Background: an optimization exercise with open tools, aiming at a short achievable clock period and few clock cycles. Do not read the settings as production practice. The RTL was checked by simulation tests, not by an equivalence proof against the original design. In runs 3 to 5 the design's own scripts or RTL, not TritonCTS, make the clock network. The clock input has no modelled driver; a real chip could not lean on it and would need a root buffer or a full tree. No activity file was given, so power comes from the tool's default toggle rates.

===== flow/run.sh =====
#!/bin/bash
# synth_recipe.tcl (not shown) runs the flow's synth.tcl, then flattens the netlist and writes it again
# the make line also repeats each setting of config.mk as NAME=value (left out here)
make -C /OpenROAD-flow-scripts/flow DESIGN_CONFIG=/design/flow/config.mk WORK_HOME=/design/flow/orfs CLKGATE_MAP_FILE= SYNTH_SCRIPT=/design/flow/synth_recipe.tcl finish

===== flow/config.mk =====
export PLATFORM = sky130hd
export DESIGN_NAME = top
export DESIGN_NICKNAME = top
export VERILOG_FILES = /design/flow/design.v
export SDC_FILE = /design/flow/constraint.sdc
export NUM_CORES = 8
export LEC_CHECK = 0
export CAP_MARGIN = 20
export CORE_MARGIN = 2
export CORE_UTILIZATION = 40
export SETUP_SLACK_MARGIN = 3.0
export SLEW_MARGIN = 20
export SYNTH_HIERARCHICAL = 1
export SYNTH_MINIMUM_KEEP_SIZE = 0

===== flow/constraint.sdc =====
create_clock -name core_clock -period 4.2 [get_ports {clk}]
set_input_delay 0.8400 -clock core_clock [delete_from_list [all_inputs] [get_ports {clk}]]
set_output_delay 0.8400 -clock core_clock [all_outputs]
set_load 0.01 [all_outputs]

===== flow/design.v =====
`timescale 1ns / 1ps
module nextpc (
    input logic reset,
    input logic cap,
    input logic [15:0] inst,
    input logic [4:0] pc,
    input logic halted,
    input logic bp_cur,
    input logic bpn,   
    input logic [31:0] bp,   
    output logic pred,
    output logic take,
    output logic [4:0] pc_f,
    output logic bp_f,   
    output logic bpn_f   
);
  logic is_br;
  logic [4:0] tgt, pc_seq;
  assign is_br = (inst[15:13] == 3'b101);
  assign tgt = inst[12:8];
  assign pc_seq = halted ? 5'd0 : pc + 5'd1;
  assign pred = (inst[7:4] == inst[3:0]) || bp_cur;
  assign take = is_br && pred && !halted;
  always_comb
    if (reset) pc_f = cap ? (is_br ? tgt : 5'd1) : 5'd0;
    else if (take) pc_f = tgt;
    else pc_f = pc_seq;
  logic [4:0] pc2;
  logic at_tgt, after_tgt;
  assign pc2 = pc + 5'd2;
  bplook bpl (
      .bp(bp),
      .tgt(tgt),
      .at_tgt(at_tgt),
      .after_tgt(after_tgt)
  );
  assign bp_f = !reset && (take ? at_tgt : bpn);
  assign bpn_f = !reset && (take ? after_tgt : bp[pc2]);
endmodule
`timescale 1ns / 1ps
module add8 (
    input  logic [7:0] a,
    input  logic [7:0] b,
    output logic [7:0] s
);
  assign s = a + b;
endmodule
`timescale 1ns / 1ps
module brres (
    input  logic [7:0] a,
    input  logic [7:0] b,
    input  logic br,
    input  logic pred,
    input  logic reset,
    output logic taken,
    output logic mispredict
);
  assign taken = (a == b);
  assign mispredict = !reset && br && (pred ? !taken : taken);
endmodule
`timescale 1ns / 1ps
module mux2 #(
    parameter int WIDTH = 8
) (
    input logic [WIDTH - 1:0] d0,
    input logic [WIDTH - 1:0] d1,
    input logic s,
    output logic [WIDTH - 1:0] y
);
  assign y = s ? d1 : d0;
endmodule
`timescale 1ns / 1ps
module bplook (
    input logic [31:0] bp,
    input logic [4:0] tgt,
    output logic at_tgt,
    output logic after_tgt
);
  logic [31:0] oh;
  always_comb
    for (int j = 0; j < 32; j++) oh[j] = (tgt == 5'(j));
  assign at_tgt = (oh & bp) != 32'd0;
  assign after_tgt = (oh & {bp[0], bp[31:1]}) != 32'd0;
endmodule
`timescale 1ns / 1ps
module fctl (
    input logic [15:0] inst,
    input logic reset,   
    input logic d_v,
    input logic d_wr,
    input logic d_add,
    input logic d_st,
    input logic [3:0] d_dst,
    input logic [3:0] d_sta,
    input logic ex_wr,
    input logic [3:0] ex_dst,
    output logic is_st,
    output logic is_ld,
    output logic is_add,
    output logic is_br,
    output logic is_halt,
    output logic f_wr,
    output logic [3:0] dst,
    output logic [3:0] sta,
    output logic [15:0] rb_oh,
    output logic [15:0] dst_oh,
    output logic [15:0] sta_oh,
    output logic [15:0] ra_r,
    output logic [15:0] rb_r,
    output logic [15:0] st_r,
    output logic ra_s,
    output logic ra_l,
    output logic ra_w,
    output logic rb_s,
    output logic rb_l,
    output logic rb_w,
    output logic st_s,
    output logic st_l,
    output logic st_w,
    output logic st_k,
    output logic fwm
);
  logic [2:0] op;
  logic imm;
  logic [3:0] rd, ra, rb;
  assign op = inst[15:13];
  assign imm = inst[12];
  assign rd = inst[11:8];
  assign ra = inst[7:4];
  assign rb = inst[3:0];
  assign is_st = (op == 3'b000);
  assign is_ld = (op == 3'b001);
  assign is_add = (op == 3'b010);
  assign is_br = (op == 3'b101);
  assign is_halt = (op == 3'b111);
  assign f_wr = is_ld || is_add;
  assign dst = (is_ld && !imm) ? ra : rd;
  assign sta = imm ? rd : ra;
  logic [15:0] ra_oh, rd_oh;
  always_comb
    for (int j = 0; j < 16; j++) begin
      ra_oh[j] = (ra == 4'(j));
      rb_oh[j] = (rb == 4'(j));
      rd_oh[j] = (rd == 4'(j));
    end
  assign dst_oh = (is_ld && !imm) ? ra_oh : rd_oh;
  assign sta_oh = imm ? rd_oh : ra_oh;
  logic ea, eb, wa, wb, live;
  assign live = !reset;
  assign ea = live && d_v && d_wr && (d_dst == ra);
  assign eb = live && d_v && d_wr && (d_dst == rb);
  assign wa = live && ex_wr && (ex_dst == ra);
  assign wb = live && ex_wr && (ex_dst == rb);
  assign ra_r = (reset || ea || wa) ? 16'd0 : ra_oh;
  assign rb_r = (reset || eb || wb) ? 16'd0 : rb_oh;
  assign st_r = (reset || imm || eb || wb) ? 16'd0 : rb_oh;
  assign ra_s = ea && d_add;
  assign ra_l = ea && !d_add;
  assign ra_w = !ea && wa;
  assign rb_s = eb && d_add;
  assign rb_l = eb && !d_add;
  assign rb_w = !eb && wb;
  assign st_s = !imm && eb && d_add;
  assign st_l = !imm && eb && !d_add;
  assign st_w = !imm && !eb && wb;
  assign st_k = imm;
  assign fwm = live && d_v && d_st && (d_sta == rb);
endmodule
`timescale 1ns / 1ps
`timescale 1ns / 1ps
`timescale 1ns / 1ps
`timescale 1ns / 1ps
`timescale 1ns / 1ps
module top (
    input logic clk,
    input logic reset,
    output logic [4:0] curr_inst_addr,
    input logic [15:0] curr_inst,
    output logic write_enable_dmem,
    output logic [3:0] write_addr_dmem,
    output logic [7:0] write_data_dmem,
    output logic halted
);
  logic [7:0] rf[16];
  logic [7:0] dm[16];
  logic [4:0] pc;
  logic halted_r;
  logic [31:0] bp_t;
  logic bp_cur;   
  logic bpn;   
  logic d_v, d_st, d_add, d_br, d_halt, d_wr, d_imm, d_pred;
  logic [7:0] d_k8;
  logic [3:0] d_dst, d_sta;
  logic [15:0] d_rb, d_dst_oh, d_sta_oh;
  logic d_fwm;
  logic [4:0] d_pc1, d_tgt, d_pc;
  logic [15:0] d_ra_r, d_rb_r, d_st_r;
  logic d_ra_s, d_ra_l, d_ra_w;
  logic d_rb_s, d_rb_l, d_rb_w;
  logic d_st_s, d_st_l, d_st_w, d_st_k;
  logic ex_wr, ex_add, ex_br, ex_halt, ex_pred, ex_bpa, ex_bpa2;
  logic [3:0] ex_dst;
  logic [15:0] ex_we;   
  logic [7:0] ex_a, ex_b, ex_l;
  logic [4:0] ex_alt;   
  logic [4:0] ex_bpc;
  logic w_v;
  logic [15:0] w_we;
  logic [7:0] w_d;
  logic st_v;
  logic [3:0] st_a;
  logic [7:0] st_d;
  logic [15:0] st_we;   
  assign curr_inst_addr = pc;
  assign write_enable_dmem = st_v;
  assign write_addr_dmem = st_a;
  assign write_data_dmem = st_d;
  assign halted = halted_r;
  logic [7:0] sum, res;
  logic taken;
  add8 add (
      .a(ex_a),
      .b(ex_b),
      .s(sum)
  );
  mux2 #(8) res_mux (
      .d0(ex_l),
      .d1(sum),
      .s (ex_add),
      .y (res)
  );
  logic mispredict;
  brres cmp (
      .a(ex_a),
      .b(ex_b),
      .br(ex_br),
      .pred(ex_pred),
      .reset(reset),
      .taken(taken),
      .mispredict(mispredict)
  );
  logic [7:0] a_e, b_e, s_e, a_n, b_n, s_n, dmb;
  always_comb begin
    a_e = (ex_l & {8{d_ra_l}}) | (w_d & {8{d_ra_w}});
    b_e = (ex_l & {8{d_rb_l}}) | (w_d & {8{d_rb_w}});
    s_e = (ex_l & {8{d_st_l}}) | (w_d & {8{d_st_w}}) | (d_k8 & {8{d_st_k}});
    dmb = 8'd0;
    for (int j = 0; j < 16; j++) begin
      a_e = a_e | (rf[j] & {8{d_ra_r[j]}});
      b_e = b_e | (rf[j] & {8{d_rb_r[j]}});
      s_e = s_e | (rf[j] & {8{d_st_r[j]}});
      dmb = dmb | (dm[j] & {8{d_rb[j]}});
    end
  end
  mux2 #(8) a_mux (
      .d0(a_e),
      .d1(sum),
      .s (d_ra_s),
      .y (a_n)
  );
  mux2 #(8) b_mux (
      .d0(b_e),
      .d1(sum),
      .s (d_rb_s),
      .y (b_n)
  );
  mux2 #(8) s_mux (
      .d0(s_e),
      .d1(sum),
      .s (d_st_s),
      .y (s_n)
  );
  logic [7:0] m_n;
  assign m_n = d_fwm ? st_d : dmb;
  logic is_st, is_ld, is_add, is_br, is_halt, f_wr;
  logic [3:0] dst, sta;
  logic [15:0] rb_oh, dst_oh, sta_oh, ra_r, rb_r, st_r;
  logic ra_s, ra_l, ra_w, rb_s, rb_l, rb_w, st_s, st_l, st_w, st_k, fwm;
  fctl fc (
      .inst(curr_inst),
      .reset(reset),
      .d_v(d_v),
      .d_wr(d_wr),
      .d_add(d_add),
      .d_st(d_st),
      .d_dst(d_dst),
      .d_sta(d_sta),
      .ex_wr(ex_wr),
      .ex_dst(ex_dst),
      .is_st(is_st),
      .is_ld(is_ld),
      .is_add(is_add),
      .is_br(is_br),
      .is_halt(is_halt),
      .f_wr(f_wr),
      .dst(dst),
      .sta(sta),
      .rb_oh(rb_oh),
      .dst_oh(dst_oh),
      .sta_oh(sta_oh),
      .ra_r(ra_r),
      .rb_r(rb_r),
      .st_r(st_r),
      .ra_s(ra_s),
      .ra_l(ra_l),
      .ra_w(ra_w),
      .rb_s(rb_s),
      .rb_l(rb_l),
      .rb_w(rb_w),
      .st_s(st_s),
      .st_l(st_l),
      .st_w(st_w),
      .st_k(st_k),
      .fwm(fwm)
  );
  logic r0cap;
  logic cap;
  assign cap = !r0cap && (pc == 5'd0);
  logic pred, take, bp_f, bpn_f, bp_d, bpn_d;
  logic [4:0] pc_f, pc_d;
  nextpc npc (
      .reset(reset),
      .cap(cap),
      .inst(curr_inst),
      .pc(pc),
      .halted(halted_r),
      .bp_cur(bp_cur),
      .bpn(bpn),
      .bp(bp_t),
      .pred(pred),
      .take(take),
      .pc_f(pc_f),
      .bp_f(bp_f),
      .bpn_f(bpn_f)
  );
  mux2 #(7) pc_mux (
      .d0({bpn_f, bp_f, pc_f}),
      .d1({ex_bpa2, ex_bpa, ex_alt}),
      .s (mispredict),
      .y ({bpn_d, bp_d, pc_d})
  );
  logic f_ok, d_ok;
  assign f_ok = !halted_r && !(d_v && d_halt) && !ex_halt && !mispredict;
  assign d_ok = d_v && !mispredict;
  logic halt_now;
  assign halt_now = (is_halt && !halted_r && !(d_v && (d_br || d_halt)) && !ex_br) ||
                    (d_v && d_halt && !ex_br) || ex_halt;
  logic [4:0] pc1;
  assign pc1 = pc + 5'd1;
  always_ff @(posedge clk) begin
    pc <= pc_d;
    bp_cur <= bp_d;
    bpn <= bpn_d;
    if (reset) begin
      r0cap <= cap;
      halted_r <= cap && is_halt;
      d_v <= cap;
      ex_wr <= 1'b0;
      ex_br <= 1'b0;
      ex_halt <= 1'b0;
      w_v <= 1'b0;
      st_v <= 1'b0;
      bp_t <= 32'd0;
    end else begin
      r0cap <= 1'b0;
      if (halt_now) halted_r <= 1'b1;
      d_v <= f_ok;
      ex_wr <= d_ok && d_wr;
      ex_br <= d_ok && d_br;
      ex_halt <= d_ok && d_halt;
      w_v <= ex_wr;
      st_v <= d_ok && d_st;
      if (ex_br) bp_t[ex_bpc] <= taken;
    end
  end
  always_ff @(posedge clk) begin
    d_st <= is_st;
    d_add <= is_add;
    d_br <= is_br;
    d_halt <= is_halt;
    d_wr <= f_wr;
    d_imm <= curr_inst[12];
    d_k8 <= curr_inst[7:0];
    d_dst <= dst;
    d_sta <= sta;
    d_rb <= rb_oh;
    d_dst_oh <= dst_oh;
    d_sta_oh <= sta_oh;
    d_pred <= pred || reset;
    d_pc1 <= pc1;
    d_tgt <= curr_inst[12:8];
    d_pc <= pc;
    d_ra_r <= ra_r;
    d_rb_r <= rb_r;
    d_st_r <= st_r;
    {d_ra_s, d_ra_l, d_ra_w} <= {ra_s, ra_l, ra_w};
    {d_rb_s, d_rb_l, d_rb_w} <= {rb_s, rb_l, rb_w};
    {d_st_s, d_st_l, d_st_w, d_st_k} <= {st_s, st_l, st_w, st_k};
    d_fwm <= fwm;
  end
  always_ff @(posedge clk) begin
    ex_add <= d_add;
    ex_dst <= d_dst;
    ex_we <= d_dst_oh;
    ex_a <= a_n;
    ex_b <= b_n;
    ex_l <= d_imm ? d_k8 : m_n;
    ex_pred <= d_pred;
    ex_alt <= d_pred ? d_pc1 : d_tgt;
    ex_bpa <= d_pred ? bp_t[d_pc1] : bp_t[d_tgt];
    ex_bpa2 <= d_pred ? bp_t[d_pc1+5'd1] : bp_t[d_tgt+5'd1];
    ex_bpc <= d_pc;
    st_a <= d_sta;
    st_we <= d_sta_oh;
    st_d <= s_n;
  end
  always_ff @(posedge clk) begin
    w_we <= ex_we;
    w_d <= res;
  end
  always_ff @(posedge clk)
    for (int i = 0; i < 16; i++)
      if (reset) rf[i] <= 8'd0;
      else if (w_v && w_we[i]) rf[i] <= w_d;
  always_ff @(posedge clk)
    for (int i = 0; i < 16; i++)
      if (reset) dm[i] <= 8'd0;
      else if (st_v && st_we[i]) dm[i] <= st_d;
endmodule

==> reports/summary.md, run 1 <==
• result of the run: finished clean
• kind of launch point of the worst setup path: flip-flop
• reported leakage power: 12.1 nW
• clock-pin slew on the worst setup and hold paths: 0.07 ns
• met1 routing resource usage after global routing: 0.473
• number of buffers between clock root and the deepest sink: 3
• number of clock sinks seen by CTS: 557
• GRT busiest layer: met2
• nature of the critical path endpoint: flip-flop
• max-cap viol count: 0
• Yosys Warn Count: 12
• later-pin clock latency in the skew report: 0.66 ns
• Worst path max stage delay: 0.48 ns
• utilization after layout: 0.621
• number of cells produced by synthesis: 2747
• critical path peak fanout: 7
• TritonCTS clock tree: built
• final setup violation count: 0
• fillcell total: 4435
• final worst clock skew: 0.0289 ns
• startpoint of the most critical register-to-register path: d_ra_r[2]$_DFF_P_
• Layout Area Growth over Synthesis: 54.4%
• die area: 62400 um2
• post-layout minimum cycle time: 2.15 ns
• die height: 250 um
• number of vias in the routed layout: 25305
• post-route clock period utilization: 0.513
• number of max-slew violations in the final report: 0
• Crit Path Category: flip-flop to flip-flop
• HP Start: d_dst_oh[4]$_DFF_P_
• peak clock frequency supported by timing: 464 MHz
• required arrival time at the worst endpoint: 4.73 ns
• Final Hold Fails: 0
• summed negative setup slack over all endpoints: 0 ns
• number of placed I/O pins: 37
• Tightest Hold Check Type: flip-flop to flip-flop
• synthesized area per cell: 8.79 um2
• peak supply drop: 0.336 mV
• chain of cells forming the critical path: a22o_1 > a221oi_2 > and3_1 > nand4_1 > mux2_4
• Crit. Startpoint: d_ra_r[2]$_DFF_P_
• starting density of the core: 0.402
• PwrDens: 355 nW/um2
• row cnt: 90
• Post-Route WL: 126000 um
• DRC violations left: 0
• average wire per standard cell: 33.5 um
• core area: 60000 um2
• Min Hold Slack: 0.319 ns
• Post-Synthesis Cell Area: 24100 um2
• Worst Max-Slew Pin Slew: 0.859 ns
• Die Wd: 250 um
• via count of the first global-routing pass: 23860
• Post-DP HPWL: 72800 um
• routability-driven placement congestion ratio: 1.06
• initial detailed-routing violation count: 3375
• share of post-route cells with drive strength above 1: 0.537
• largest net degree at the start of global routing: 61
• global-route wire length before repair: 171000 um
• number of nets in the layout: 2969
• CTS H-Tree Depth: 2
• Clock Root Buffer: sky130_fd_sc_hd__clkbuf_16
• initial antenna violation count: 3
• DR pass1 iterations: 8
• slowest cell on the critical path: sky130_fd_sc_hd__nand4_1
• Slew HR: 0.427
• number of buffer cells added on primary ports: 36
• setup repair after global routing missed its margin: yes
• GRT Util Overall: 0.373
• Vias/cell: 6.72
• arrival time at the worst endpoint: 2.68 ns
• met3 track demand over resource in global routing: 0.106
• antenna violation net count after detailed routing: 0
• GRT overflow: 0
• syn_nets: 2781
• CTS Buf Count: 59
• met2 capacity usage during global routing: 0.562
==> what timing repair did <==
| item | 4_1_cts | 5_1_grt |
|---|---|---|
| setup endpoints to repair | 488 | 452 |
| resized for setup | 845 | 585 |
| hold buffers | 0 | 0 |
| cloned | 39 | 9 |
| pin swaps | 178 | 270 |
| buffers inserted | 179 | 89 |
==> power by group <==
part | switching (mW) | internal, mW
clock | 2.35 | 3.06
combinational | 1.19 | 0.974
sequential | 0.253 | 5.40
total | 3.79 | 9.44
==> final timing paths <==
| check | end | cells after the start | slack (ns) |
|---|---|---|---|
| min reg2reg | ex_we[4]$_DFF_P_ | 0 | 0.32 |
| max | ex_a[3]$_DFF_P_ | 5 | 2.05 |
| max reg2reg | ex_a[3]$_DFF_P_ | 5 | 2.05 |
| min | ex_we[4]$_DFF_P_ | 0 | 0.32 |
==> cells in the final DEF, fill, tap and decap left out, types with 78 or more instances in the layout <==
cell type / instances
sky130_fd_sc_hd__a21oi_2: 273
sky130_fd_sc_hd__a22o_1: 80
sky130_fd_sc_hd__a22oi_1: 113
sky130_fd_sc_hd__buf_4: 150
sky130_fd_sc_hd__buf_6: 112
sky130_fd_sc_hd__dfxtp_1: 414
sky130_fd_sc_hd__dfxtp_2: 78
sky130_fd_sc_hd__nand2_1: 244
sky130_fd_sc_hd__nand2_4: 80
sky130_fd_sc_hd__nand3_1: 179
sky130_fd_sc_hd__nand3_2: 92
==> cell type report <==
class / count / area [um2] / area share
multi-input cells: 1907 / 17600 / 0.472
flip-flops and latches: 557 / 11500 / 0.308
repair buffers: 390 / 5150 / 0.138
clock buffers: 86 / 1740 / 0.0467
well taps: 782 / 978 / 0.0262
clock inverters: 21 / 239 / 0.00641
inverters: 20 / 92.6 / 0.00248
diodes: 1 / 2.50 / 0.0000671
==> sequential cells by signal, indices dropped and copies added (netlist names), 8 cells and up <==
| signal | cells |
|---|---|
| d_rb_r | 16 |
| d_k8 | 8 |
| d_dst_oh | 16 |
| rf | 128 |
| st_d | 8 |
| d_rb | 16 |
| d_ra_r | 16 |
| ex_a | 8 |
| ex_we | 16 |
| bp_t | 32 |
| st_we | 16 |
| ex_b | 8 |
| d_st_r | 16 |
| w_we | 16 |
| ex_l | 8 |
| dm | 128 |
| d_sta_oh | 16 |
| w_d | 8 |
==> through the flow <==
step	area (um2)	setup slack, ns	total power [mW]	cells
3_5_place_dp	26600	0.630	6.92	3340
4_1_cts	33600	2.06	12.8	3665
3_3_place_gp	26600	0.671	6.89	3340
6_report	37300	2.05	13.2	3764
5_1_grt	37300	2.02	13.5	3764
2_1_floorplan	27200	1.71	6.64	2747
==> critical path: cells and delay by family (launching register included) <==
kind / cells / cell delay (ns)
AO/OA/AOI/OAI: 2 / 0.41
flip-flops: 1 / 0.42
multiplexers: 1 / 0.48
AND/OR/NAND/NOR: 2 / 0.70
==> metal layers <==
metal | vias to the layer above | share of wire
met5 | - | 0.00019
met3 | 587 | 0.11
met1 | 12482 | 0.38
met4 | 4 | 0.078
met2 | 1728 | 0.44
li1 | 10504 | -
Testbench counts, summed over its fixed seeds: cycles 24,212.
==> run 2: changes to the inputs <==
--- a/flow/design.v
+++ b/flow/design.v
@@ -6,13 +6,11 @@
     input logic [4:0] pc,
     input logic halted,
     input logic bp_cur,
-    input logic bpn,   
-    input logic [31:0] bp,   
+    input logic bp_seq,   
     output logic pred,
     output logic take,
     output logic [4:0] pc_f,
-    output logic bp_f,   
-    output logic bpn_f   
+    output logic bp_f   
 );
   logic is_br;
   logic [4:0] tgt, pc_seq;
@@ -25,17 +23,7 @@
     if (reset) pc_f = cap ? (is_br ? tgt : 5'd1) : 5'd0;
     else if (take) pc_f = tgt;
     else pc_f = pc_seq;
-  logic [4:0] pc2;
-  logic at_tgt, after_tgt;
-  assign pc2 = pc + 5'd2;
-  bplook bpl (
-      .bp(bp),
-      .tgt(tgt),
-      .at_tgt(at_tgt),
-      .after_tgt(after_tgt)
-  );
-  assign bp_f = !reset && (take ? at_tgt : bpn);
-  assign bpn_f = !reset && (take ? after_tgt : bp[pc2]);
+  assign bp_f = !reset && !take && bp_seq;
 endmodule
 `timescale 1ns / 1ps
 module add8 (
@@ -70,17 +58,15 @@
   assign y = s ? d1 : d0;
 endmodule
 `timescale 1ns / 1ps
-module bplook (
+module bpsel (
     input logic [31:0] bp,
-    input logic [4:0] tgt,
-    output logic at_tgt,
-    output logic after_tgt
+    input logic [4:0] a,
+    output logic y
 );
   logic [31:0] oh;
   always_comb
-    for (int j = 0; j < 32; j++) oh[j] = (tgt == 5'(j));
-  assign at_tgt = (oh & bp) != 32'd0;
-  assign after_tgt = (oh & {bp[0], bp[31:1]}) != 32'd0;
+    for (int j = 0; j < 32; j++) oh[j] = (a == 5'(j));
+  assign y = (oh & bp) != 32'd0;
 endmodule
 `timescale 1ns / 1ps
 module fctl (
@@ -103,8 +89,6 @@
     output logic [3:0] dst,
     output logic [3:0] sta,
     output logic [15:0] rb_oh,
-    output logic [15:0] dst_oh,
-    output logic [15:0] sta_oh,
     output logic [15:0] ra_r,
     output logic [15:0] rb_r,
     output logic [15:0] st_r,
@@ -136,15 +120,12 @@
   assign f_wr = is_ld || is_add;
   assign dst = (is_ld && !imm) ? ra : rd;
   assign sta = imm ? rd : ra;
-  logic [15:0] ra_oh, rd_oh;
+  logic [15:0] ra_oh;
   always_comb
     for (int j = 0; j < 16; j++) begin
       ra_oh[j] = (ra == 4'(j));
       rb_oh[j] = (rb == 4'(j));
-      rd_oh[j] = (rd == 4'(j));
     end
-  assign dst_oh = (is_ld && !imm) ? ra_oh : rd_oh;
-  assign sta_oh = imm ? rd_oh : ra_oh;
   logic ea, eb, wa, wb, live;
   assign live = !reset;
   assign ea = live && d_v && d_wr && (d_dst == ra);
@@ -187,18 +168,17 @@
   logic halted_r;
   logic [31:0] bp_t;
   logic bp_cur;   
-  logic bpn;   
   logic d_v, d_st, d_add, d_br, d_halt, d_wr, d_imm, d_pred;
   logic [7:0] d_k8;
   logic [3:0] d_dst, d_sta;
-  logic [15:0] d_rb, d_dst_oh, d_sta_oh;
+  logic [15:0] d_rb;
   logic d_fwm;
   logic [4:0] d_pc1, d_tgt, d_pc;
   logic [15:0] d_ra_r, d_rb_r, d_st_r;
   logic d_ra_s, d_ra_l, d_ra_w;
   logic d_rb_s, d_rb_l, d_rb_w;
   logic d_st_s, d_st_l, d_st_w, d_st_k;
-  logic ex_wr, ex_add, ex_br, ex_halt, ex_pred, ex_bpa, ex_bpa2;
+  logic ex_wr, ex_add, ex_br, ex_halt, ex_pred, ex_bpa;
   logic [3:0] ex_dst;
   logic [15:0] ex_we;   
   logic [7:0] ex_a, ex_b, ex_l;
@@ -274,7 +254,7 @@
   assign m_n = d_fwm ? st_d : dmb;
   logic is_st, is_ld, is_add, is_br, is_halt, f_wr;
   logic [3:0] dst, sta;
-  logic [15:0] rb_oh, dst_oh, sta_oh, ra_r, rb_r, st_r;
+  logic [15:0] rb_oh, ra_r, rb_r, st_r;
   logic ra_s, ra_l, ra_w, rb_s, rb_l, rb_w, st_s, st_l, st_w, st_k, fwm;
   fctl fc (
       .inst(curr_inst),
@@ -296,8 +276,6 @@
       .dst(dst),
       .sta(sta),
       .rb_oh(rb_oh),
-      .dst_oh(dst_oh),
-      .sta_oh(sta_oh),
       .ra_r(ra_r),
       .rb_r(rb_r),
       .st_r(st_r),
@@ -316,7 +294,13 @@
   logic r0cap;
   logic cap;
   assign cap = !r0cap && (pc == 5'd0);
-  logic pred, take, bp_f, bpn_f, bp_d, bpn_d;
+  logic bp_seq;
+  bpsel bps (
+      .bp({bp_t[0], bp_t[31:1]}),
+      .a (pc),
+      .y (bp_seq)
+  );
+  logic pred, take, bp_f, bp_d;
   logic [4:0] pc_f, pc_d;
   nextpc npc (
       .reset(reset),
@@ -325,19 +309,17 @@
       .pc(pc),
       .halted(halted_r),
       .bp_cur(bp_cur),
-      .bpn(bpn),
-      .bp(bp_t),
+      .bp_seq(bp_seq),
       .pred(pred),
       .take(take),
       .pc_f(pc_f),
-      .bp_f(bp_f),
-      .bpn_f(bpn_f)
+      .bp_f(bp_f)
   );
-  mux2 #(7) pc_mux (
-      .d0({bpn_f, bp_f, pc_f}),
-      .d1({ex_bpa2, ex_bpa, ex_alt}),
+  mux2 #(6) pc_mux (
+      .d0({bp_f, pc_f}),
+      .d1({ex_bpa, ex_alt}),
       .s (mispredict),
-      .y ({bpn_d, bp_d, pc_d})
+      .y ({bp_d, pc_d})
   );
   logic f_ok, d_ok;
   assign f_ok = !halted_r && !(d_v && d_halt) && !ex_halt && !mispredict;
@@ -350,7 +332,6 @@
   always_ff @(posedge clk) begin
     pc <= pc_d;
     bp_cur <= bp_d;
-    bpn <= bpn_d;
     if (reset) begin
       r0cap <= cap;
       halted_r <= cap && is_halt;
@@ -384,8 +365,6 @@
     d_dst <= dst;
     d_sta <= sta;
     d_rb <= rb_oh;
-    d_dst_oh <= dst_oh;
-    d_sta_oh <= sta_oh;
     d_pred <= pred || reset;
     d_pc1 <= pc1;
     d_tgt <= curr_inst[12:8];
@@ -401,17 +380,16 @@
   always_ff @(posedge clk) begin
     ex_add <= d_add;
     ex_dst <= d_dst;
-    ex_we <= d_dst_oh;
+    ex_we <= 16'd1 << d_dst;
     ex_a <= a_n;
     ex_b <= b_n;
     ex_l <= d_imm ? d_k8 : m_n;
     ex_pred <= d_pred;
     ex_alt <= d_pred ? d_pc1 : d_tgt;
     ex_bpa <= d_pred ? bp_t[d_pc1] : bp_t[d_tgt];
-    ex_bpa2 <= d_pred ? bp_t[d_pc1+5'd1] : bp_t[d_tgt+5'd1];
     ex_bpc <= d_pc;
     st_a <= d_sta;
-    st_we <= d_sta_oh;
+    st_we <= 16'd1 << d_sta;
     st_d <= s_n;
   end
   always_ff @(posedge clk) begin
==> flow/flow/run.sh (new file) <==
#!/bin/bash
# Own flow: the standard layout (standard.sh) with one change: the cells
# in flow/dont_use.txt (the platform's DONT_USE_CELLS list plus full and half
# adders, slow 3- and 4-input OR/NOR and AOI/OAI cells, and delay cells) are
# kept out of synthesis and optimisation, so abc maps adders and wide gates
# from faster cells.
# Every tool's output goes to the ORFS logs under orfs/logs and to standard.log.
set -euo pipefail
du="$(tr '\n' ' ' < flow/dont_use.txt)"
sed "s|\"\${@:-finish}\"|DONT_USE_CELLS=\"$du\" \"\${@:-finish}\"|" standard.sh > standard_du.sh
bash standard_du.sh ${FLOW_STANDARD_TARGETS:-} > standard.log 2>&1
==> flow/flow/dont_use.txt (new file) <==
sky130_fd_sc_hd__probe_p_8
sky130_fd_sc_hd__probec_p_8
sky130_fd_sc_hd__lpflow_bleeder_1
sky130_fd_sc_hd__lpflow_clkbufkapwr_1
sky130_fd_sc_hd__lpflow_clkbufkapwr_16
sky130_fd_sc_hd__lpflow_clkbufkapwr_2
sky130_fd_sc_hd__lpflow_clkbufkapwr_4
sky130_fd_sc_hd__lpflow_clkbufkapwr_8
sky130_fd_sc_hd__lpflow_clkinvkapwr_1
sky130_fd_sc_hd__lpflow_clkinvkapwr_16
sky130_fd_sc_hd__lpflow_clkinvkapwr_2
sky130_fd_sc_hd__lpflow_clkinvkapwr_4
sky130_fd_sc_hd__lpflow_clkinvkapwr_8
sky130_fd_sc_hd__lpflow_decapkapwr_12
sky130_fd_sc_hd__lpflow_decapkapwr_3
sky130_fd_sc_hd__lpflow_decapkapwr_4
sky130_fd_sc_hd__lpflow_decapkapwr_6
sky130_fd_sc_hd__lpflow_decapkapwr_8
sky130_fd_sc_hd__lpflow_inputiso0n_1
sky130_fd_sc_hd__lpflow_inputiso0p_1
sky130_fd_sc_hd__lpflow_inputiso1n_1
sky130_fd_sc_hd__lpflow_inputiso1p_1
sky130_fd_sc_hd__lpflow_inputisolatch_1
sky130_fd_sc_hd__lpflow_isobufsrc_1
sky130_fd_sc_hd__lpflow_isobufsrc_16
sky130_fd_sc_hd__lpflow_isobufsrc_2
sky130_fd_sc_hd__lpflow_isobufsrc_4
sky130_fd_sc_hd__lpflow_isobufsrc_8
sky130_fd_sc_hd__lpflow_isobufsrckapwr_16
sky130_fd_sc_hd__lpflow_lsbuf_lh_hl_isowell_tap_1
sky130_fd_sc_hd__lpflow_lsbuf_lh_hl_isowell_tap_2
sky130_fd_sc_hd__lpflow_lsbuf_lh_hl_isowell_tap_4
sky130_fd_sc_hd__lpflow_lsbuf_lh_isowell_4
sky130_fd_sc_hd__lpflow_lsbuf_lh_isowell_tap_1
sky130_fd_sc_hd__lpflow_lsbuf_lh_isowell_tap_2
sky130_fd_sc_hd__lpflow_lsbuf_lh_isowell_tap_4
sky130_fd_sc_hd__fill_1
sky130_fd_sc_hd__fill_2
sky130_fd_sc_hd__fill_4
sky130_fd_sc_hd__fill_8
sky130_fd_sc_hd__fa_1
sky130_fd_sc_hd__fa_2
sky130_fd_sc_hd__fa_4
sky130_fd_sc_hd__ha_1
sky130_fd_sc_hd__ha_2
sky130_fd_sc_hd__ha_4
sky130_fd_sc_hd__a2111o_1
sky130_fd_sc_hd__a2111o_2
sky130_fd_sc_hd__a2111o_4
sky130_fd_sc_hd__a2111oi_0
sky130_fd_sc_hd__a2111oi_1
sky130_fd_sc_hd__a2111oi_2
sky130_fd_sc_hd__a2111oi_4
sky130_fd_sc_hd__a311o_1
sky130_fd_sc_hd__a311o_2
sky130_fd_sc_hd__a311o_4
sky130_fd_sc_hd__a311oi_1
sky130_fd_sc_hd__a311oi_2
sky130_fd_sc_hd__a311oi_4
sky130_fd_sc_hd__clkdlybuf4s15_1
sky130_fd_sc_hd__clkdlybuf4s15_2
sky130_fd_sc_hd__clkdlybuf4s18_1
sky130_fd_sc_hd__clkdlybuf4s18_2
sky130_fd_sc_hd__clkdlybuf4s25_1
sky130_fd_sc_hd__clkdlybuf4s25_2
sky130_fd_sc_hd__clkdlybuf4s50_1
sky130_fd_sc_hd__clkdlybuf4s50_2
sky130_fd_sc_hd__dlygate4sd1_1
sky130_fd_sc_hd__dlygate4sd2_1
sky130_fd_sc_hd__dlygate4sd3_1
sky130_fd_sc_hd__dlymetal6s2s_1
sky130_fd_sc_hd__dlymetal6s4s_1
sky130_fd_sc_hd__dlymetal6s6s_1
sky130_fd_sc_hd__nor3_1
sky130_fd_sc_hd__nor3_2
sky130_fd_sc_hd__nor3_4
sky130_fd_sc_hd__nor3b_1
sky130_fd_sc_hd__nor3b_2
sky130_fd_sc_hd__nor3b_4
sky130_fd_sc_hd__nor4_1
sky130_fd_sc_hd__nor4_2
sky130_fd_sc_hd__nor4_4
sky130_fd_sc_hd__nor4b_1
sky130_fd_sc_hd__nor4b_2
sky130_fd_sc_hd__nor4b_4
sky130_fd_sc_hd__nor4bb_1
sky130_fd_sc_hd__nor4bb_2
sky130_fd_sc_hd__nor4bb_4
sky130_fd_sc_hd__o2111a_1
sky130_fd_sc_hd__o2111a_2
sky130_fd_sc_hd__o2111a_4
sky130_fd_sc_hd__o2111ai_1
sky130_fd_sc_hd__o2111ai_2
sky130_fd_sc_hd__o2111ai_4
sky130_fd_sc_hd__o311a_1
sky130_fd_sc_hd__o311a_2
sky130_fd_sc_hd__o311a_4
sky130_fd_sc_hd__o311ai_0
sky130_fd_sc_hd__o311ai_1
sky130_fd_sc_hd__o311ai_2
sky130_fd_sc_hd__o311ai_4
sky130_fd_sc_hd__or3_1
sky130_fd_sc_hd__or3_2
sky130_fd_sc_hd__or3_4
sky130_fd_sc_hd__or3b_1
sky130_fd_sc_hd__or3b_2
sky130_fd_sc_hd__or3b_4
sky130_fd_sc_hd__or4_1
sky130_fd_sc_hd__or4_2
sky130_fd_sc_hd__or4_4
sky130_fd_sc_hd__or4b_1
sky130_fd_sc_hd__or4b_2
sky130_fd_sc_hd__or4b_4
sky130_fd_sc_hd__or4bb_1
sky130_fd_sc_hd__or4bb_2
sky130_fd_sc_hd__or4bb_4
sky130_fd_sc_hd__mux4_1
sky130_fd_sc_hd__mux4_2
sky130_fd_sc_hd__mux4_4
==> flow/standard.sh (new file) <==
#!/bin/bash
# synth_recipe.tcl (not shown) runs the flow's synth.tcl, then flattens the netlist and writes it again
# the make line also repeats each setting of config.mk as NAME=value (left out here)
make -C /OpenROAD-flow-scripts/flow DESIGN_CONFIG=/design/flow/config.mk WORK_HOME=/design/flow/orfs CLKGATE_MAP_FILE= SYNTH_SCRIPT=/design/flow/synth_recipe.tcl "${@:-finish}"
removed: flow/run.sh
==> run 2 against run 1 <==
Against the previous run:
- still clean on timing, DRC and antenna
- global-route usage decreased by 3.5 points
- power fell by 10%
- synthesized cell count down 6.3%
- sequential power down 5.7%
- largest cell class unchanged
- worst setup slack better by 0.070 ns
- wire length shrank 15%
- maximum frequency is 3.4% higher
- register-to-register slack improved by 0.17 ns
==> reports/summary.md, run 2 <==
• post-route clock period utilization: 0.496, -0.0167
• initial detailed-routing violation count: 3111, -7.8%
• met3 wire length: 12800 um, -5.1%
• starting density of the core: 0.406, +0.00365
• worst path bufs/invs: 1, +1
• proportion of total power due to net switching: 0.269, -0.0181
• critical path peak fanout: 2, -5
• Worst Max-Slew Pin Slew: 0.796 ns, -0.0621 ns
• highest layer used for signal routing: met5
• core area: 55200 um2, -8.0%
• clock-pin slew on the worst setup and hold paths: 0.06 ns, about the same
• TritonCTS clock tree: built
• share of post-route cells with drive strength above 1: 0.508, -0.0292
• Clock power frac: 0.433, +0.024
• global-route wire length before repair: 144000 um, -16%
• row cnt: 86, -4.4%
• Final Hold Fails: 0, unchanged
• Setup Slack @ Placement: 1.23 ns, +0.599 ns
• Layout Area Growth over Synthesis: 50.6%
• slack of the worst reg-to-reg path: 2.22 ns, +0.17 ns
• Yosys Warn Count: 12, unchanged
• placed cells: 3133, -6.2%
• peak clock frequency supported by timing: 480 MHz, +3.4%
• final worst clock skew: 0.0348 ns, +0.00588 ns
• final setup slack of the worst path: 2.12 ns, +0.0700 ns
• number of nets in the layout: 2758, -7.1%
• Clock Root Buffer: sky130_fd_sc_hd__clkbuf_16
• Critical path destination: halted
• DRC violations left: 0, unchanged
• post-layout minimum cycle time: 2.08 ns, -0.0700 ns
• endpoint of the worst register-to-register path: bp_cur$_DFF_P_
• average wire per standard cell: 30.5 um, -9.0%
• chain of cells forming the critical path: buf_1
• Crit Path Category: flip-flop to primary output
• synthesized area per cell: 8.71 um2, -0.96%
• number of buffers added to fix hold violations after cts: 0, unchanged
• GRT overflow: 0, unchanged
• utilization after layout: 0.611, -0.00974
• final setup violation count: 0, unchanged
• summed negative setup slack over all endpoints: 0 ns, unchanged
• cell type group with the largest total delay on the critical path: flip-flops
• total power: 11.8 mW, -10%
• HP Start: d_pc[2]$_DFF_P_
• Post-DP HPWL: 63700 um, -13%
• Worst path max stage delay: 0.46 ns, -0.02 ns
• Met1 Wirelength: 45000 um, -5.0%
• DR pass1 iterations: 11, +3
• initial antenna violation count: 1, -2
• number of buffers between clock root and the deepest sink: 3, unchanged
• setup repair after global routing missed its margin: yes
• antenna violation net count after detailed routing: 0, unchanged
• PwrDens: 351 nW/um2, -1.1%
• CTS H-Tree Depth: 2, unchanged
• Die Wd: 241 um, -3.6%
• Tightest Hold Check Type: flip-flop to flip-flop
• CTS Buf Count: 55, -6.8%
• later-pin clock latency in the skew report: 0.64 ns, -0.02 ns
• Slew HR: 0.467, +0.0405
• via count of the first global-routing pass: 20641, -13%
• number of placed I/O pins: 37, unchanged
• GRT Util Overall: 0.339, -0.0346
• Post-Synthesis Cell Area: 22400 um2, -7.2%
• number of vias in the routed layout: 22905, -9.5%
• final cell count without fillers: 3532, -6.2%
• slowest cell on the critical path: sky130_fd_sc_hd__edfxtp_1
• kind of launch point of the worst setup path: flip-flop
• Vias/cell: 6.48, -3.5%
• arrival time at the worst endpoint: 1.24 ns, -1.44 ns
• number of buffer cells added on primary ports: 36, unchanged
• top library cells by usage in the layout, fill and taps aside: 357 x sky130_fd_sc_hd__dfxtp_1, 266 x sky130_fd_sc_hd__a21oi_2, 171 x sky130_fd_sc_hd__nand2_1
• reported leakage power: 10.8 nW, -11%
• post-route design area: 33700 um2, -9.5%
• number of cells produced by synthesis: 2574, -6.3%
• routability-driven placement congestion ratio: 1.00, -5.5%
• total met2 wirelength after detailed routing: 44800 um, -19%
• Int Power: 8.67 mW, -8.2%
• max-cap viol count: 0, unchanged
• Crit. Startpoint: halted_r$_SDFFCE_PN1P_
• peak supply drop: 0.347 mV, +3.1%
• result of the run: finished clean
• post-place instance area: 24400 um2, -8.4%
• sequential group share of total power: 0.450, +0.022
• commonest non-fill, non-tap cell in the layout: sky130_fd_sc_hd__dfxtp_1
• Min Hold Slack: 0.320 ns, +0.000599 ns
• die area: 57900 um2, -7.1%
• number of max-slew violations in the final report: 0, unchanged
• syn_nets: 2592, -6.8%
• Post-Route WL: 108000 um, -15%
• nature of the critical path endpoint: primary output
• required arrival time at the worst endpoint: 3.36 ns, -1.37 ns
• depth of the most critical reg-to-reg path: 8, +3
• die height: 241 um, -3.6%
• largest net degree at the start of global routing: 73, +20%
• part of the total power dissipated in combinational logic: 0.117, -0.046
• startpoint of the most critical register-to-register path: pc[1]$_DFF_P_
• largest registers: dm (128), rf (128), bp_t (32)
• net switching power: 3.18 mW, -16%
• number of clock sinks seen by CTS: 523, -6.1%
• Critical Path Stages: 1, -4
• Ant. Diodes: 0, -1
-- run 2: layout make-up --
class,instances,area (um2)
clock buffer,82,1640
fill,4299,21500
multi-input combinational,1796,16200
sequential,523,10900
tap,748,936
timing repair buffer,344,3690
timing repair inverter,1,7.51
inverter,19,78.8
clock inverter,19,264
-- run 2: timing repair --
item,4_1_cts,5_1_grt
gates resized for setup,676,740
cloned,17,29
endpoints found under the setup margin,442,414
buffers inserted,173,79
pin swaps,90,333
-- run 2: worst min-delay path by stage --
| stage | cells past startpoint | to |
|---|---|---|
| 3_5_place_dp | 0 | w_we[4]$_DFF_P_ |
| 5_1_grt | 0 | ex_bpc[2]$_DFF_P_ |
| 3_3_place_gp | 0 | w_we[13]$_DFF_P_ |
| 2_1_floorplan | 0 | ex_bpc[0]$_DFF_P_ |
| 4_1_cts | 0 | ex_bpc[2]$_DFF_P_ |
| 6_report | 0 | ex_bpc[2]$_DFF_P_ |
-- run 2: per-layer routing --
layer | track usage | vias up
li1 | - | 9740
met1 | 0.492 | 11353
met2 | 0.486 | 1475
met3 | 0.0852 | 335
met4 | 0.113 | 2
met5 | 0 | -
-- run 2: power groups by stage --
stage          clock network [mW]  logic (mW)  registers [mW]
2_1_floorplan                   0       0.725            5.27
3_3_place_gp                    0       0.609            5.53
3_5_place_dp                    0       0.618            5.53
4_1_cts                      5.16        1.09            5.29
5_1_grt                      5.38        1.44            5.34
6_report                     5.13        1.38            5.34
Testbench counts of run 2, summed over its fixed seeds: cycles 24,272.
==> run 3: changes to the inputs <==
==> flow/flow/run.sh (replaced) <==
#!/bin/bash
# Own flow: the standard layout (standard.sh) with two changes:
#  - the clock tree is built by flow/pre_cts.tcl (a two-level balanced tree)
#    instead of TritonCTS;
#  - full- and half-adder cells are added to DONT_USE_CELLS (flow/dont_use.txt
#    is the platform's list plus those), so abc maps adders as plain gates.
# Every tool's output goes to the ORFS logs under orfs/logs and to standard.log.
set -euo pipefail
export PRE_CTS_TCL="$PWD/flow/pre_cts.tcl"
du="$(tr '\n' ' ' < flow/dont_use.txt)"
sed "s|\"\${@:-finish}\"|DONT_USE_CELLS=\"$du\" \"\${@:-finish}\"|" standard.sh > standard_nofa.sh
bash standard_nofa.sh ${FLOW_STANDARD_TARGETS:-} > standard.log 2>&1
==> flow/flow/mycts.tcl (new file) <==
# Manual two-level clock tree: R root buffers driven by the clock port, each driving
# some of K leaf buffers; each leaf buffer drives a cluster of flip-flops (capacitated k-means).
proc mycts_kmeans {xs ys K cap} {
  set n [llength $xs]
  set cx {}; set cy {}
  set idx [lsort -real -indices $xs]
  for {set k 0} {$k < $K} {incr k} {
    set i [lindex $idx [expr {int(($k + 0.5) * $n / $K)}]]
    lappend cx [lindex $xs $i]; lappend cy [lindex $ys $i]
  }
  for {set iter 0} {$iter < 40} {incr iter} {
    set cnt [lrepeat $K 0]
    set asg [lrepeat $n -1]
    set pairs {}
    for {set i 0} {$i < $n} {incr i} {
      set x [lindex $xs $i]; set y [lindex $ys $i]
      for {set k 0} {$k < $K} {incr k} {
        set dx [expr {$x-[lindex $cx $k]}]; set dy [expr {$y-[lindex $cy $k]}]
        lappend pairs [list [expr {$dx*$dx+$dy*$dy}] $i $k]
      }
    }
    set pairs [lsort -real -index 0 $pairs]
    set left $n
    foreach p $pairs {
      lassign $p d i k
      if {[lindex $asg $i] >= 0} continue
      if {[lindex $cnt $k] >= $cap} continue
      lset asg $i $k
      lset cnt $k [expr {[lindex $cnt $k]+1}]
      incr left -1
      if {$left == 0} break
    }
    set sx [lrepeat $K 0.0]; set sy [lrepeat $K 0.0]
    for {set i 0} {$i < $n} {incr i} {
      set k [lindex $asg $i]
      lset sx $k [expr {[lindex $sx $k] + [lindex $xs $i]}]
      lset sy $k [expr {[lindex $sy $k] + [lindex $ys $i]}]
    }
    for {set k 0} {$k < $K} {incr k} {
      set c [lindex $cnt $k]
      if {$c > 0} {
        lset cx $k [expr {[lindex $sx $k] / $c}]
        lset cy $k [expr {[lindex $sy $k] / $c}]
      }
    }
  }
  return [list $asg $cx $cy $cnt]
}

proc mycts_build {K R leafm rootm} {
  set db [ord::get_db]
  set block [ord::get_db_block]
  set clknet [$block findNet clk]
  set sinks [$clknet getITerms]
  set n [llength $sinks]
  set xs {}; set ys {}
  foreach it $sinks {
    set bb [[$it getInst] getBBox]
    lappend xs [expr {([$bb xMin]+[$bb xMax])/2.0}]
    lappend ys [expr {([$bb yMin]+[$bb yMax])/2.0}]
  }
  lassign [mycts_kmeans $xs $ys $K [expr {int(ceil(1.1 * $n / $K))}]] asg cx cy cnt
  lassign [mycts_kmeans $cx $cy $R [expr {int(ceil(1.0 * $K / $R))}]] rasg rx ry rcnt
  puts "MYCTS sinks $n leaves $K roots $R leafcounts $cnt rootcounts $rcnt"
  set lm [$db findMaster $leafm]
  set rm [$db findMaster $rootm]
  set rnets {}
  for {set r 0} {$r < $R} {incr r} {
    set b [odb::dbInst_create $block $rm "clkroot_$r"]
    $b setLocation [expr {int([lindex $rx $r])}] [expr {int([lindex $ry $r])}]
    $b setPlacementStatus PLACED
    [$b findITerm A] connect $clknet
    set rn [odb::dbNet_create $block "clkroot_net_$r"]
    $rn setSigType CLOCK
    [$b findITerm X] connect $rn
    lappend rnets $rn
  }
  set lnets {}
  for {set k 0} {$k < $K} {incr k} {
    set b [odb::dbInst_create $block $lm "clkleaf_$k"]
    $b setLocation [expr {int([lindex $cx $k])}] [expr {int([lindex $cy $k])}]
    $b setPlacementStatus PLACED
    [$b findITerm A] connect [lindex $rnets [lindex $rasg $k]]
    set ln [odb::dbNet_create $block "clkleaf_net_$k"]
    $ln setSigType CLOCK
    [$b findITerm X] connect $ln
    lappend lnets $ln
  }
  for {set i 0} {$i < $n} {incr i} {
    set it [lindex $sinks $i]
    $it disconnect
    $it connect [lindex $lnets [lindex $asg $i]]
  }
  $clknet setSigType CLOCK
}
==> flow/flow/pre_cts.tcl (new file) <==
# PRE_CTS_TCL hook: replace TritonCTS with a two-level balanced clock tree
# (4 root buffers on the clock port, each driving about 6 leaf buffers, each
# leaf buffer driving a cluster of about 21 flip-flops; see mycts.tcl).
source [file join [file dirname [info script]] mycts.tcl]
rename clock_tree_synthesis orig_clock_tree_synthesis
proc clock_tree_synthesis {args} {
  mycts_build 24 4 sky130_fd_sc_hd__clkbuf_16 sky130_fd_sc_hd__clkbuf_16
}
--- a/flow/config.mk
+++ b/flow/config.mk
@@ -7,7 +7,7 @@
 export LEC_CHECK = 0
 export CAP_MARGIN = 20
 export CORE_MARGIN = 2
-export CORE_UTILIZATION = 40
+export CORE_UTILIZATION = 55
 export SETUP_SLACK_MARGIN = 3.0
 export SLEW_MARGIN = 20
 export SYNTH_HIERARCHICAL = 1
==> run 3 against run 2 <==
Against the previous run:
- critical path depth rose by 8
- die area fell by 27%
- hold slack worse by 0.021 ns
- maximum frequency up 8.2%
- worst setup slack gained 0.16 ns
==> reports/summary.md, run 3 <==
• via count of the first global-routing pass: 22144, +7.3%
• required arrival time at the worst endpoint: 4.52 ns, +1.16 ns
• max-cap viol count: 0, unchanged
• endpoint of the worst register-to-register path: bp_cur$_DFF_P_
• post-layout minimum cycle time: 1.93 ns, -0.158 ns
• Yosys Warn Count: 12, unchanged
• post-route clock period utilization: 0.458, -0.0377
• number of nets in the layout: 2777, +0.69%
• slowest cell on the critical path: sky130_fd_sc_hd__dfxtp_4
• syn_nets: 2592, unchanged
• Tightest Hold Check Type: flip-flop to flip-flop
• routability-driven placement congestion ratio: 1.11, +11%
• initial antenna violation count: 2, +1
• antenna violation net count after detailed routing: 0, unchanged
• Vias/cell: 7.40, +14%
• Ant. Diodes: 0, unchanged
• fillcell total: 2443, -43%
• final cell count without fillers: 3282, -7.1%
• total power: 9.59 mW, -19%
• slack of the worst reg-to-reg path: 2.27 ns, +0.05 ns
• post-place instance area: 24100 um2, -1.1%
• Post-Synthesis Cell Area: 22400 um2, unchanged
• Crit Path Category: flip-flop to flip-flop
• depth of the most critical reg-to-reg path: 9, +1
• Worst Max-Slew Pin Slew: 0.641 ns, -0.155 ns
• Worst path max stage delay: 0.39 ns, -0.07 ns
• number of max-slew violations in the final report: 0, unchanged
• reported leakage power: 10.6 nW, -2.2%
• number of cells produced by synthesis: 2574, unchanged
• Post-DP HPWL: 59800 um, -6.0%
• peak supply drop: 0.365 mV, +5.4%
• synthesized area per cell: 8.71 um2, unchanged
• clock-pin slew on the worst setup and hold paths: 0.09 ns, +0.03 ns
• commonest non-fill, non-tap cell in the layout: sky130_fd_sc_hd__dfxtp_1
• nature of the critical path endpoint: flip-flop
• Slew HR: 0.572, +0.104
• DR pass1 iterations: 10, -1
• HP Start: d_pc[3]$_DFF_P_
• Die Wd: 206 um, -14%
• setup repair after global routing missed its margin: yes
• PwrDens: 312 nW/um2, -11%
• largest net degree at the start of global routing: 45, -38%
• GRT Util Overall: 0.474, +0.135
• Min Hold Slack: 0.299 ns, -0.0213 ns
• starting density of the core: 0.560, +0.154
• post-route design area: 30800 um2, -8.8%
• core area: 40000 um2, -28%
• number of buffer cells added on primary ports: 36, unchanged
• peak clock frequency supported by timing: 519 MHz, +8.2%
• worst path bufs/invs: 2, +1
• number of placed I/O pins: 37, unchanged
• flip-flop and latch area: 10900 um2, -0.63%
• sink of the worst hold path: ex_bpc[3]$_DFF_P_
• die area: 42400 um2, -27%
• startpoint of the most critical register-to-register path: pc[0]$_DFF_P_
• placed cells: 2909, -7.1%
• later-pin clock latency in the skew report: 0.39 ns, -0.25 ns
• kind of launch point of the worst setup path: flip-flop
• DRC violations left: 0, unchanged
• number of vias in the routed layout: 24301, +6.1%
• global-route wire length before repair: 148000 um, +3.1%
• die height: 206 um, -14%
• result of the run: finished clean
• summed negative setup slack over all endpoints: 0 ns, unchanged
• arrival time at the worst endpoint: 2.24 ns, +1.00 ns
• largest registers: dm (128), rf (128), bp_t (32)
• Post-Route WL: 109000 um, +0.96%
• row cnt: 73, -15%
• Layout Area Growth over Synthesis: 37.4%
• final worst clock skew: 0.0524 ns, +0.0176 ns
• critical path peak fanout: 7, +5
• average wire per standard cell: 33.1 um, +8.7%
• cell type group with the largest total delay on the critical path: compound AO/OA/AOI/OAI gates
• initial detailed-routing violation count: 4220, +36%
• top library cells by usage in the layout, fill and taps aside: 380 x sky130_fd_sc_hd__dfxtp_1, 342 x sky130_fd_sc_hd__nand2_1, 273 x sky130_fd_sc_hd__nand3_1
• Hold Path Stages: 0, unchanged
• share of post-route cells with drive strength above 1: 0.406, -0.102
• GRT overflow: 0, unchanged
• area used by multi-input combinational logic: 13900 um2, -14%
• final setup violation count: 0, unchanged
• Final Hold Fails: 0, unchanged
• chain of cells forming the critical path: buf_6 > buf_1 > mux2i_1 > a21o_1 > a211oi_1 > a211oi_2 > a22oi_2 > o211a_1 > mux2_4
-- run 3: per-layer routing --
layer,share of wire,GRT usage,wire length (um),vias up
met1,0.37,0.628,39800,11625
li1,-,-,-,9693
met4,0.067,0.213,7290,10
met3,0.16,0.198,17700,666
met5,0.0022,0.0274,242,-
met2,0.40,0.668,43700,2307
-- run 3: worst reg2reg max path, cell delays in order (launching register included) --
cell and delay, ns:
sky130_fd_sc_hd__dfxtp_4 0.39, sky130_fd_sc_hd__buf_6 0.13, sky130_fd_sc_hd__buf_1 0.09, sky130_fd_sc_hd__mux2i_1 0.11, sky130_fd_sc_hd__a21o_1 0.18, sky130_fd_sc_hd__a211oi_1 0.34
sky130_fd_sc_hd__a211oi_2 0.08, sky130_fd_sc_hd__a22oi_2 0.24, sky130_fd_sc_hd__o211a_1 0.17, sky130_fd_sc_hd__mux2_4 0.13
-- run 3: layout make-up --
class	instances	share of cell area
multi-input cells	1796	0.453
well taps	525	0.0213
flip-flops and latches	523	0.353
repair buffers	389	0.147
inverters	19	0.00272
plain buffers	28	0.0228
repair inverters	2	0.000610
-- run 3: worst max-delay path by stage --
stage | cells after the start | start | endpoint
detailed placement | 6 | curr_inst[3] | d_rb_r[8]$_DFF_P_
CTS | 7 | curr_inst[4] | pc[0]$_DFF_P_
global placement | 6 | curr_inst[3] | d_rb_r[8]$_DFF_P_
finish | 9 | pc[0]$_DFF_P_ | bp_cur$_DFF_P_
global route | 9 | pc[0]$_DFF_P_ | bp_cur$_DFF_P_
floorplan | 7 | curr_inst[2] | d_st_r[10]$_DFF_P_
-- run 3: through the flow --
| step | setup WS, ns | utilization |
|---|---|---|
| after floorplan | 2.17 | - |
| after global placement | 1.34 | 0.602 |
| after detailed placement | 1.26 | 0.602 |
| after CTS | 2.10 | 0.734 |
| after global routing | 2.21 | 0.769 |
| final | 2.27 | 0.769 |
-- run 3: power breakdown --
part | total, mW | internal, mW | switching (mW)
registers | 5.33 | 5.05 | 0.281
logic | 1.45 | 0.670 | 0.778
clock network | 2.81 | 1.20 | 1.61
-- run 3: repair_timing --
action	4_1_cts	5_1_grt
cloned	59	5
resized for setup	648	289
setup buffers	201	80
setup endpoints to repair	461	454
pin swaps	102	100
hold buffers	0	0
==> run 4: changes to the inputs <==
--- a/flow/config.mk
+++ b/flow/config.mk
@@ -7,8 +7,8 @@
 export LEC_CHECK = 0
 export CAP_MARGIN = 20
 export CORE_MARGIN = 2
-export CORE_UTILIZATION = 55
-export SETUP_SLACK_MARGIN = 3.0
+export CORE_UTILIZATION = 40
+export SETUP_SLACK_MARGIN = 2.5
 export SLEW_MARGIN = 20
 export SYNTH_HIERARCHICAL = 1
 export SYNTH_MINIMUM_KEEP_SIZE = 0
==> run 4 against run 3 <==
Against the previous run:
- still clean
- synthesized area is the same
- utilization shrank 31 points
- global-route usage shrank 17 points
- critical path depth shrank 2
- via count shrank 15%
- hold slack gained 0.031 ns
- worst setup slack gained 0.030 ns
- flip-flop and latch count is the same
- sequential power grew 0.8%
- die area grew 37%
- combinational power shrank 41%
- maximum frequency grew 1.6%
==> reports/summary.md, run 4 <==
• result of the run: finished clean
• kind of launch point of the worst setup path: flip-flop
• Ant. Diodes: 0, unchanged
• max-cap viol count: 0, unchanged
• number of buffer cells added on primary ports: 36, unchanged
• reported leakage power: 8.57 nW, -19%
• number of vias in the routed layout: 20682, -15%
• Setup Slack @ Placement: 1.26 ns, +0.00184 ns
• peak clock frequency supported by timing: 528 MHz, +1.6%
• placed cells: 3136, +7.8%
• post-layout minimum cycle time: 1.90 ns, -0.0303 ns
• commonest non-fill, non-tap cell in the layout: sky130_fd_sc_hd__dfxtp_1
• peak supply drop: 0.285 mV, -22%
• Layout Area Growth over Synthesis: 12.9%
• Vias/cell: 6.31, -15%
• die area: 57900 um2, +37%
• average wire per standard cell: 28.4 um, -14%
• Slew HR: 0.379, -0.193
• nature of the critical path endpoint: flip-flop
• routability-driven placement congestion ratio: 1.04, -6.7%
• Final Hold Fails: 0, unchanged
• initial antenna violation count: 1, -1
• clock-pin slew on the worst setup and hold paths: 0.10 ns, about the same
• largest net degree at the start of global routing: 147, +230%
• cell type group with the largest total delay on the critical path: buffers and inverters
• number of max-slew violations in the final report: 0, unchanged
• starting density of the core: 0.406, -0.154
• later-pin clock latency in the skew report: 0.38 ns, about the same
• initial detailed-routing violation count: 2544, -40%
• final worst clock skew: 0.0618 ns, +0.00949 ns
• chain of cells forming the critical path: xnor2_2 > nand4_1 > buf_6 > buf_6 > o31ai_4 > buf_6 > mux2_4
• largest registers: dm (128), rf (128), bp_t (32)
• share of post-route cells with drive strength above 1: 0.169, -0.237
• summed negative setup slack over all endpoints: 0 ns, unchanged
• Yosys Warn Count: 12, unchanged
• row cnt: 86, +18%
• Die Wd: 241 um, +17%
• critical path peak fanout: 5, -2
• GRT Util Overall: 0.307, -0.166
• arrival time at the worst endpoint: 2.15 ns, -0.09 ns
• post-route clock period utilization: 0.451, -0.00723
• GRT overflow: 0, unchanged
• syn_nets: 2592, unchanged
• Worst Max-Slew Pin Slew: 0.932 ns, +0.291 ns
• CP dominant cell by count: sky130_fd_sc_hd__buf_6
• number of placed I/O pins: 37, unchanged
• Post-Route WL: 93000 um, -14%
• Post-DP HPWL: 63300 um, +5.8%
• post-route design area: 25300 um2, -18%
• global-route wire length before repair: 132000 um, -11%
• worst path bufs/invs: 3, +1
• via count of the first global-routing pass: 19181, -13%
• DRC violations left: 0, unchanged
• top library cells by usage in the layout, fill and taps aside: 417 x sky130_fd_sc_hd__dfxtp_1, 362 x sky130_fd_sc_hd__nand2_1, 274 x sky130_fd_sc_hd__nand3_1
• Crit Path Category: flip-flop to flip-flop
• core area: 55200 um2, +38%
• number of cells produced by synthesis: 2574, unchanged
• number of buffers added to fix hold violations after cts: 0, unchanged
• DR pass1 iterations: 6, -4
• required arrival time at the worst endpoint: 4.45 ns, -0.07 ns
• Post-Synthesis Cell Area: 22400 um2, unchanged
• final setup slack of the worst path: 2.30 ns, +0.0303 ns
• number of nets in the layout: 2549, -8.2%
• PwrDens: 354 nW/um2, +14%
• slowest cell on the critical path: sky130_fd_sc_hd__dfxtp_4
• final cell count without fillers: 3277, -0.15%
• post-place instance area: 22700 um2, -5.9%
• antenna violation net count after detailed routing: 0, unchanged
• Tightest Hold Check Type: flip-flop to flip-flop
• synthesized area per cell: 8.71 um2, unchanged
• setup repair after global routing missed its margin: yes
• Worst path max stage delay: 0.39 ns, about the same
• die height: 241 um, +17%
• final setup violation count: 0, unchanged
[run 4: worst reg2reg max path, cell delays in order (launching register included)]
cell and delay, ns:
sky130_fd_sc_hd__dfxtp_4 0.39, sky130_fd_sc_hd__xnor2_2 0.19, sky130_fd_sc_hd__nand4_1 0.13, sky130_fd_sc_hd__buf_6 0.16
sky130_fd_sc_hd__buf_6 0.13, sky130_fd_sc_hd__o31ai_4 0.28, sky130_fd_sc_hd__buf_6 0.18, sky130_fd_sc_hd__mux2_4 0.31
[run 4: layer usage]
| metal | up-vias | GRT usage | share of wire |
|---|---|---|---|
| met4 | 0 | 0.127 | 0.051 |
| li1 | 9174 | - | - |
| met5 | - | 0 | 0 |
| met2 | 1179 | 0.491 | 0.45 |
| met1 | 10074 | 0.411 | 0.41 |
| met3 | 255 | 0.0541 | 0.091 |
[run 4: what timing repair did]
item | CTS | global route
pin swaps | 34 | 32
buffers inserted | 33 | 70
gates resized for setup | 231 | 188
setup endpoints to repair | 430 | 241
cloned | 8 | 2
[run 4: stage by stage]
stage / hold slack [ns] / utilization / total power, mW
final: 0.329 / 0.458 / 8.95
after global routing: 0.335 / 0.458 / 9.22
after CTS: 0.312 / 0.443 / 8.31
after detailed placement: 0.312 / 0.411 / 6.10
after global placement: 0.312 / 0.411 / 6.09
after floorplan: 0.310 / - / 5.86
[run 4: path summary, 6_finish.rpt]
path | startpoint | end | slack [ns] | depth (start not counted)
setup reg to reg | ex_b[3]$_DFF_P_ | bp_cur$_DFF_P_ | 2.30 | 7
hold reg to reg | d_pc[0]$_DFF_P_ | ex_bpc[0]$_DFF_P_ | 0.33 | 0
setup / recovery | ex_b[3]$_DFF_P_ | bp_cur$_DFF_P_ | 2.30 | 7
hold / removal | d_pc[0]$_DFF_P_ | ex_bpc[0]$_DFF_P_ | 0.33 | 0
[run 4: cell type report]
cell class / instances / area (um2)
Sequential cell: 523 / 10700
Multi-Input combinational cell: 1794 / 11700
Inverter: 19 / 76.3
Fill cell: 5236 / 29900
Timing Repair Buffer: 164 / 1200
Tap cell: 748 / 936
Timing Repair inverter: 1 / 7.51
Buffer: 28 / 701
[run 4: power breakdown]
| part | leakage, nW | switching (mW) | total (mW) | internal [mW] |
|---|---|---|---|---|
| sequential | 4.30 | 0.296 | 5.37 | 5.07 |
| combinational | 3.92 | 0.509 | 0.852 | 0.343 |
| clock | 0.345 | 1.53 | 2.73 | 1.20 |
| total | 8.57 | 2.34 | 8.95 | 6.62 |
==> run 5: changes to the inputs <==
--- a/flow/config.mk
+++ b/flow/config.mk
@@ -8,7 +8,7 @@
 export CAP_MARGIN = 20
 export CORE_MARGIN = 2
 export CORE_UTILIZATION = 40
-export SETUP_SLACK_MARGIN = 2.5
+export SETUP_SLACK_MARGIN = 3.0
 export SLEW_MARGIN = 20
 export SYNTH_HIERARCHICAL = 1
 export SYNTH_MINIMUM_KEEP_SIZE = 0
==> run 5 against run 4 <==
Against the previous run:
- still clean
- global-route usage rose by 4.2 points
- die area did not move
- clock skew fell by 0.023 ns
- worst setup slack improved by 0.013 ns
- wire length rose by 13%
- power rose by 6.5%
- hold slack got worse by 0.0053 ns
- largest power group unchanged
==> reports/summary.md, run 5 <==
• result of the run: finished clean
• syn_nets: 2592, unchanged
• clock-pin slew on the worst setup and hold paths: 0.09 ns, about the same
• Hold Path Stages: 0, unchanged
• Min Hold Slack: 0.324 ns, -0.00533 ns
• total power: 9.54 mW, +6.5%
• initial antenna violation count: 2, +1
• DR pass1 iterations: 8, +2
• Worst path max stage delay: 0.50 ns, +0.11 ns
• post-route design area: 30900 um2, +22%
• Post-DP HPWL: 63700 um, +0.50%
• reported leakage power: 10.4 nW, +21%
• number of placed I/O pins: 37, unchanged
• Int Power: 6.92 mW, +4.5%
• largest net degree at the start of global routing: 42, -71%
• synthesized area per cell: 8.71 um2, unchanged
• proportion of total power due to net switching: 0.274, +0.0137
• depth of the most critical reg-to-reg path: 9, +2
• Post-Synthesis Cell Area: 22400 um2, unchanged
• slowest cell on the critical path: sky130_fd_sc_hd__edfxtp_1
• slack of the worst reg-to-reg path: 2.32 ns, about the same
• post-route clock period utilization: 0.448, -0.00298
• max-cap viol count: 0, unchanged
• core area: 55200 um2, unchanged
• die area: 57900 um2, unchanged
• kind of launch point of the worst setup path: flip-flop
• die height: 241 um, unchanged
• Final Hold Fails: 0, unchanged
• Slew HR: 0.499, +0.121
• summed negative setup slack over all endpoints: 0 ns, unchanged
• Crit Path Category: flip-flop to primary output
• average wire per standard cell: 30.0 um, +5.8%
• peak clock frequency supported by timing: 531 MHz, +0.67%
• number of vias in the routed layout: 22716, +9.8%
• routability-driven placement congestion ratio: 1.00, -3.3%
• Layout Area Growth over Synthesis: 37.9%
• antenna violation net count after detailed routing: 0, unchanged
• peak supply drop: 0.281 mV, -1.3%
• part of the total power dissipated in combinational logic: 0.149, +0.054
• Post-Route WL: 105000 um, +13%
• Die Wd: 241 um, unchanged
• cell type group with the largest total delay on the critical path: flip-flops
• fillcell total: 4619, -12%
• HP Start: ex_we[7]$_SDFF_PP0_
• Yosys Warn Count: 12, unchanged
• final setup slack of the worst path: 2.32 ns, +0.0125 ns
• final worst clock skew: 0.0389 ns, -0.0230 ns
• Clock power frac: 0.293, -0.012
• top library cells by usage in the layout, fill and taps aside: 376 x sky130_fd_sc_hd__dfxtp_1, 335 x sky130_fd_sc_hd__nand2_1, 271 x sky130_fd_sc_hd__nand3_1
• setup repair after global routing missed its margin: yes
• commonest non-fill, non-tap cell in the layout: sky130_fd_sc_hd__dfxtp_1
• nature of the critical path endpoint: primary output
• share of post-route cells with drive strength above 1: 0.401, +0.232
• net switching power: 2.62 mW, +12%
• critical path peak fanout: 3, -2
• row cnt: 86, unchanged
• endpoint of the worst register-to-register path: bp_cur$_DFF_P_
• global-route wire length before repair: 149000 um, +12%
• area used by multi-input combinational logic: 14100 um2, +20%
• number of max-slew violations in the final report: 0, unchanged
• post-layout minimum cycle time: 1.88 ns, -0.0125 ns
• starting density of the core: 0.406, unchanged
• required arrival time at the worst endpoint: 3.36 ns, -1.09 ns
• startpoint of the most critical register-to-register path: pc[0]$_DFF_P_
• DRC violations left: 0, unchanged
• number of buffer cells added on primary ports: 36, unchanged
• Setup Slack @ Placement: 1.23 ns, -0.0312 ns
• Tightest Hold Check Type: flip-flop to flip-flop
• arrival time at the worst endpoint: 1.04 ns, -1.11 ns
• later-pin clock latency in the skew report: 0.39 ns, about the same
• Ant. Diodes: 0, unchanged
-- run 5: layout make-up --
cell class              instances  area share
plain buffers                  28      0.0227
inverters                      19     0.00271
repair buffers                376       0.137
flip-flops and latches        523       0.352
multi-input cells            1794       0.455
well taps                     748      0.0303
repair inverters                1    0.000243
-- run 5: through the flow --
| step | util | std cells |
|---|---|---|
| finish | 0.560 | 3489 |
| global route | 0.560 | 3489 |
| CTS | 0.536 | 3415 |
| detailed placement | 0.441 | 3133 |
| global placement | 0.441 | 3133 |
| floorplan | - | 2574 |
-- run 5: routing by layer --
layer	share of wire	vias up	track usage
met1	0.42	11217	0.500
li1	-	9660	-
met4	0.044	4	0.113
met2	0.41	1507	0.504
met5	0.00022	-	0
met3	0.12	328	0.0971
-- run 5: power groups by stage --
stage	Combinational [mW]	Clock (mW)	Sequential, mW
after CTS	1.20	2.09	5.45
after global routing	1.47	2.98	5.33
after global placement	0.609	0	5.53
final	1.42	2.80	5.32
after floorplan	0.725	0	5.27
after detailed placement	0.618	0	5.53
-- run 5: how the worst max path moves through the flow --
| stage | from | endpoint | slack, ns | depth (start not counted) |
|---|---|---|---|---|
| floorplan | curr_inst[2] | d_st_r[10]$_DFF_P_ | 2.17 | 7 |
| global placement | curr_inst[3] | d_st_r[1]$_DFF_P_ | 1.30 | 6 |
| detailed placement | curr_inst[2] | d_rb_r[5]$_DFF_P_ | 1.23 | 6 |
| CTS | curr_inst[0] | pc[0]$_DFF_P_ | 2.03 | 8 |
| global route | pc[0]$_DFF_P_ | bp_cur$_DFF_P_ | 2.26 | 9 |
| finish | halted_r$_SDFFCE_PN1P_ | halted | 2.32 | 1 |
-- run 5: what timing repair did --
action,CTS,global route
buffers inserted,198,71
gates resized for setup,658,279
pin swaps,107,91
hold buffers,0,0
gates cloned,56,3
endpoints found under the setup margin,460,445
